Background: an optimization exercise with open tools, aiming at small area and a short achievable clock period. Do not read the settings as production practice.
The RTL was checked by simulation tests, not by an equivalence proof against the original design.

==> flow/design.v, too long to show whole: its modules and the start of the top module <==
// module main32: 244 lines
// module mc_cneg: 227 lines
// module mc_cincn: 227 lines
// module mc_cinc: 227 lines
// module mc_dec16: 10 lines
// module mc_sel16: 22 lines
// module mc_sel17: 22 lines
// module mc_sel18: 22 lines
// module mc_rport: 40 lines
// module mc_rporta: 43 lines
// module mc_rportb: 43 lines
// module mc_alu: 89 lines
// module mc_rowp: 441 lines
// module mc_rown: 441 lines
// module mc_rowf: 191 lines
// module mc_hadd: 347 lines
// module g_a21oi: 3 lines
// module g_a222oi: 3 lines
// module g_a22oi: 3 lines
// module g_inv: 3 lines
// module g_nand2: 3 lines
// module g_nand3: 3 lines
// module g_nor2: 3 lines
// module g_o21ai: 3 lines
// module g_o22ai: 3 lines
// module g_or2: 3 lines
// module g_xnor2: 3 lines
// module g_xor2: 3 lines
// module g_ha: 4 lines
module main32 (
    input rst, clk,
    input [3:0] rSelect,
    output [31:0] regOut, PCOut,
    output [3:0] flagOut,
    input [31:0] instIn,
    output [7:0] memAddr,
    output [31:0] memWData,
    output memWE,
    input [31:0] memRData
);
  // ...
==> flow/flow/run.sh <==
#!/bin/bash
# Own layout flow: the standard synthesis, then the standard ORFS layout with
#  - the port buffers set to buf_2 (the default picks the weakest buffer, a delay cell),
#  - ORFS's repair_timing (after CTS and after global routing) allowed to upsize gates
#    (no buffering) on paths with less than 332.5 ns of slack at the 560 ns clock.
# Each tool's full output goes to its own log here (synth.log, layout.log) and to
# ORFS's logs under orfs/logs/.
set -euo pipefail
bash standard.sh synth > synth.log 2>&1
bash standard.sh "BUFFER_PORTS_ARGS=-buffer_cell sky130_fd_sc_hd__buf_2" \
  SETUP_SLACK_MARGIN=332.5 SETUP_MOVE_SEQUENCE=sizeup,swap finish > layout.log 2>&1
==> flow/standard.sh <==
#!/bin/bash
# synth_recipe.tcl (not shown) runs the flow's synth.tcl, then flattens the netlist and writes it again
# the make line also repeats each setting of config.mk as NAME=value (left out here)
make -C /OpenROAD-flow-scripts/flow DESIGN_CONFIG=/design/flow/config.mk WORK_HOME=/design/flow/orfs CLKGATE_MAP_FILE= SYNTH_SCRIPT=/design/flow/synth_recipe.tcl "${@:-finish}"
==> flow/config.mk <==
export PLATFORM = sky130hd
export DESIGN_NAME = main32
export DESIGN_NICKNAME = main32
export VERILOG_FILES = /design/flow/design.v
export SDC_FILE = /design/flow/constraint.sdc
export NUM_CORES = 8
export LEC_CHECK = 0
export CAP_MARGIN = 20
export CORE_MARGIN = 2
export CORE_UTILIZATION = 30
export SLEW_MARGIN = 20
export SYNTH_HIERARCHICAL = 1
==> flow/constraint.sdc <==
create_clock -name core_clock -period 560.0 [get_ports {clk}]
set_input_delay 112.0000 -clock core_clock [delete_from_list [all_inputs] [get_ports {clk}]]
set_output_delay 112.0000 -clock core_clock [all_outputs]
set_load 0.01 [all_outputs]
==> summary.txt, run 1 <==
outcome=no timing/DRC/antenna violations; fin area=around 86000 sq um; Post-DP Area=around 85000 sq um; Worst Hold Slack=between 0.4 and 0.5 ns; count of non-CTS inverters in the layout=about 580; Yosys top cell by area=edfxtp_1; Synth Area in Adders=about 2.2%; multi-input gate share of total cell area=between 60 and 70%; area of the multi-input gates=a little under 60000 sq um; GRT Total Usage=between 30 and 40%; Synth Area in XOR/XNOR=about 15%; commonest non-fill, non-tap cell in the layout=o21ai_1; Area growth, synth to finish=12.3%; Chip Height=a little over 500 microns; Layout Cells excl Fill=about 15000; top sig layer=met5; Worst Setup Start Kind=input port; initial DRC count=approximately 20000; Final nets=around 12000; clock root buffer=clkbuf_16; worst skew pair latency=~0.64 ns; Post-synth EDFFs=about 500; port buffer count=approximately 180; Fillers=27100; Largest regs=rf.q (512), pc (32); WP buf/inv=4; Clock Pin Slew Worst Setup and Hold Paths=0.07 ns; critical-path cell list=buf_2 > inv_1 > nand3b_1 > nor3_2 > buf_4 > a222oi_1 > nand3_1 > or2_1 > buf_2; post-layout util=33.9%; WL met2=roughly 170000 microns; met2 Track Usage GR=between 40% and 50%; FFs & Latches=about 550; final setup fails=0; CTS sink count=roughly 550
==> inputs of run 2 (changes only) <==
--- a/flow/config.mk
+++ b/flow/config.mk
@@ -8,5 +8,7 @@
 export CAP_MARGIN = 20
 export CORE_MARGIN = 2
 export CORE_UTILIZATION = 30
+export CTS_CLUSTER_DIAMETER = 60
+export CTS_CLUSTER_SIZE = 25
 export SLEW_MARGIN = 20
 export SYNTH_HIERARCHICAL = 1
==> run 2 against run 1 <==
Design area shrank 0.64%. Core utilization shrank 0.22 points. Still clean.
==> summary.txt, run 2 <==
CP startpoint=instIn[24]; Hold Crit Start=pc[0]; Clock Pin Slew Worst Setup and Hold Paths=0.09 ns (+0.02 ns); worst skew pair latency=0.69 ns (+0.05 ns); clock root buffer=clkbuf_16; row count=roughly 190; Crit Path Max Fanout=22; final setup fails=0 (unchanged); predominant post-synthesis flop cell=edfxtp_1; Final Hold Fails=0; final setup margin=roughly 330 ns; Sum Neg Setup Slack=0 ns; synthesized flop and latch total=about 550; Largest regs=rf.q (512), pc (32); Async SR Flop Fraction=0%; Worst Hold Slack=0.485 ns (+0.00446 ns); largest net degree at the start of global routing=a little under 90; Residual DRC=0; top area cells in the synthesized netlist=edfxtp_1, o21ai_1, o22ai_1; CTS sink count=546 (unchanged); H-Tree Depth=1; vias=95000; Post-DP Area=84600 sq um (unchanged); dpl cells=between 10000 and 15000; Worst setup EP type=output pin; most frequent cells in the layout=o21ai_1, o22ai_1, nand2_1, nor2_1, xnor2_1; Cell Area, Synth=76800 sq um; Post-CTS Setup Repair Bufs=0; Die Wd=510 microns; Biggest register=rf.q; Chip Height=510 microns (unchanged); Layout Cells excl Fill=14700 (-0.20%); RR Startpoint=rf[14].q[0]; max reg flops=around 500; grt total ovfl=0; Routed WL=~430000 microns; Ys Warns=7; post-CTS resize count=0; Initial Utilization=30.2%; vias in the first global route=between 70000 and 80000; Worst EP required=between 400 and 500 ns; Routed Antenna Nets=0; max-slew violations=0; Tightest Pin Transition=~1.3 ns; antenna violations before repair=35; Total Die Area=260000 sq um; post-synthesis cell count=10900; Worst Setup Start Kind=input port; port buffer count=178 (unchanged); outcome=no timing/DRC/antenna violations; CTS buffer count=31; WL/cell=slightly below 30 microns; CTS tree=yes; setup slack after placement=~330 ns; Max clock buf depth=3; commonest cells in the netlist=o21ai_1, o22ai_1, nand2_1; Synth cell types=slightly below 70; worst setup path class=in2out; Detailed Place HPWL=around 320000 microns; number of I/O pins=between 150 and 200; fin area=85700 sq um (-0.64%); proportion of layout cells with a drive suffix above 1=under 10%; RSZ-0062 raised after global routing=false; Area growth, synth to finish=11.6%; Post-synth EDFFs=514 (unchanged); commonest non-fill, non-tap cell in the layout=o21ai_1; post-synthesis sequential area ratio=20.9%; syn_area_per_cell=slightly above 7 sq um; Max Clk Rate=4.40 MHz; GRT Total Usage=30.7% (-0.10 points); Yosys top cell by area=edfxtp_1; Hold-fix buffers, CTS=0; most numerous cell in the Yosys netlist=o21ai_1; GPL Wtd Cong=1.05; initial DRC count=19900 (-0.71%); Pre-Repair DR Iteration Count=23; Setup Skew=0.0275 ns; first-pass GRT wire length=around 590000 microns; crit share post-route=between 40% and 50%; CP Data Arrival Time=~120 ns; Via density=roughly 6.5; core area=between 200000 and 300000 sq um; max_cap viols=0; Synth top area share=between 20% and 30%; Final nets=11500 (-0.15%); min cycle time layout=~230 ns; Max-slew headroom=11.9%; min-delay worst type=reg2reg
## run 2: cell counts after synthesis
Identical to the previous run, type by type.
## run 2: path summary, 6_finish.rpt
check	endpoint	slack, ns	cells past startpoint
worst max register to register	rf[11].q[19]	452.07	372
worst min-delay path	pc[0]	0.49	1
worst max-delay path	memWData[16]	332.69	9
worst min register to register	pc[0]	0.49	1
## run 2: kinds of logic (layout without fill, tap and decap cells)
logic type      Yosys count  in the layout  share of synthesized area (%)
buf+inv                 684           1092                           3.59
fa+ha+maj               118            118                           2.23
xor+xnor               1295           1295                           14.8
flops                   546            546                           20.9
compound gates         4886           4886                           38.8
simple gates           3227           3227                           17.8
mux                     146            146                           1.91
other cells               2             28                        0.00977
## run 2: layout make-up
class	instances	area [sq um]
antenna	20	50.0
tap	3366	4210
timing repair buffer	457	3000
inverter	582	2190
clock inverter	17	255
multi-input combinational	9680	59200
sequential	546	16100
fill	27100	169000
clock buffer	36	795
## run 2: critical path: stages
cell	delay, ns
buf_2	0.22
inv_1	0.15
nand3b_1	0.31
nor3_2	0.90
buf_4	0.52
a222oi_1	0.12
nand3_1	0.17
or2_1	0.62
buf_2	0.26
## run 2: stage by stage
step | util (%)
finish | 33.7
CTS | 33.7
global route | 33.7
floorplan | -
global placement | 33.3
detailed placement | 33.3
## run 2: per-module statistics from Yosys (local to each module, per instance), a selection
| module | area [sq um] | flops+latches | cells | times used |
|---|---|---|---|---|
| g_ha | 12.5 | 0 | 1 | 32 |
| g_xor2 | 8.76 | 0 | 1 | 476 |
| mc_rportb | 20.0 | 0 | 3 | 1 |
| mc_hadd | 3.75 | 0 | 1 | 1 |
| g_o21ai | 5.00 | 0 | 1 | 2393 |
| g_nand2 | 3.75 | 0 | 1 | 1514 |
| mc_cincn | 12.5 | 0 | 2 | 1 |
| g_nand3 | 5.00 | 0 | 1 | 192 |
| g_o22ai | 6.26 | 0 | 1 | 1661 |
| mc_rown | 13.8 | 0 | 1 | 15 |
| mc_rport | 3.75 | 0 | 1 | 1 |
| mc_rporta | 17.5 | 0 | 2 | 1 |
| g_a222oi | 10.0 | 0 | 1 | 520 |
## run 2: routing by layer
layer | global-route usage [%] | share of wire, % | vias up | routed length (microns)
li1 | - | - | 43000 | -
met1 | 41.2 | 40 | 44000 | 169000
met2 | 44.2 | 40 | 6771 | 171000
met3 | 10.1 | 14 | 1170 | 61600
met4 | 14.0 | 5.8 | 48 | 24700
met5 | 1.54 | 0.20 | - | 849

==> afterwards: timing with drivers on the ports <==
The results above use ideal ports. As a check the final layouts listed here were re-extracted and re-timed, cells and wires unchanged.
Step 1, drivers: a clkbuf_16 drives clk and a buf_2 each remaining input, both assumed.
Step 2 adds t to the input delays and takes it off the output delays; t is the mean of the earliest and latest rising clock arrival at the registers after step 1. Input paths then give back, and output paths get back, about the clock's delay inside the block.
Slacks: ideal / step 1 / step 2; pairs: ideal / step 1.
| run | t, ns | slack for setup (ns) | worst setup path after step 2 | worst data-port slew with drivers (ns) |
|---|---|---|---|---|
| run 1 | 0.691 | 332.725 / 332.691 / 332.691 | input to output | 0.20 |
| run 2 | 0.748 | 332.694 / 332.658 / 332.658 | input to output | 0.20 |
After both steps setup and hold are still met in every run listed. The setup slack of run 2, which loses most, moves by -0.036 ns with the drivers and by -0.036 ns with both steps.
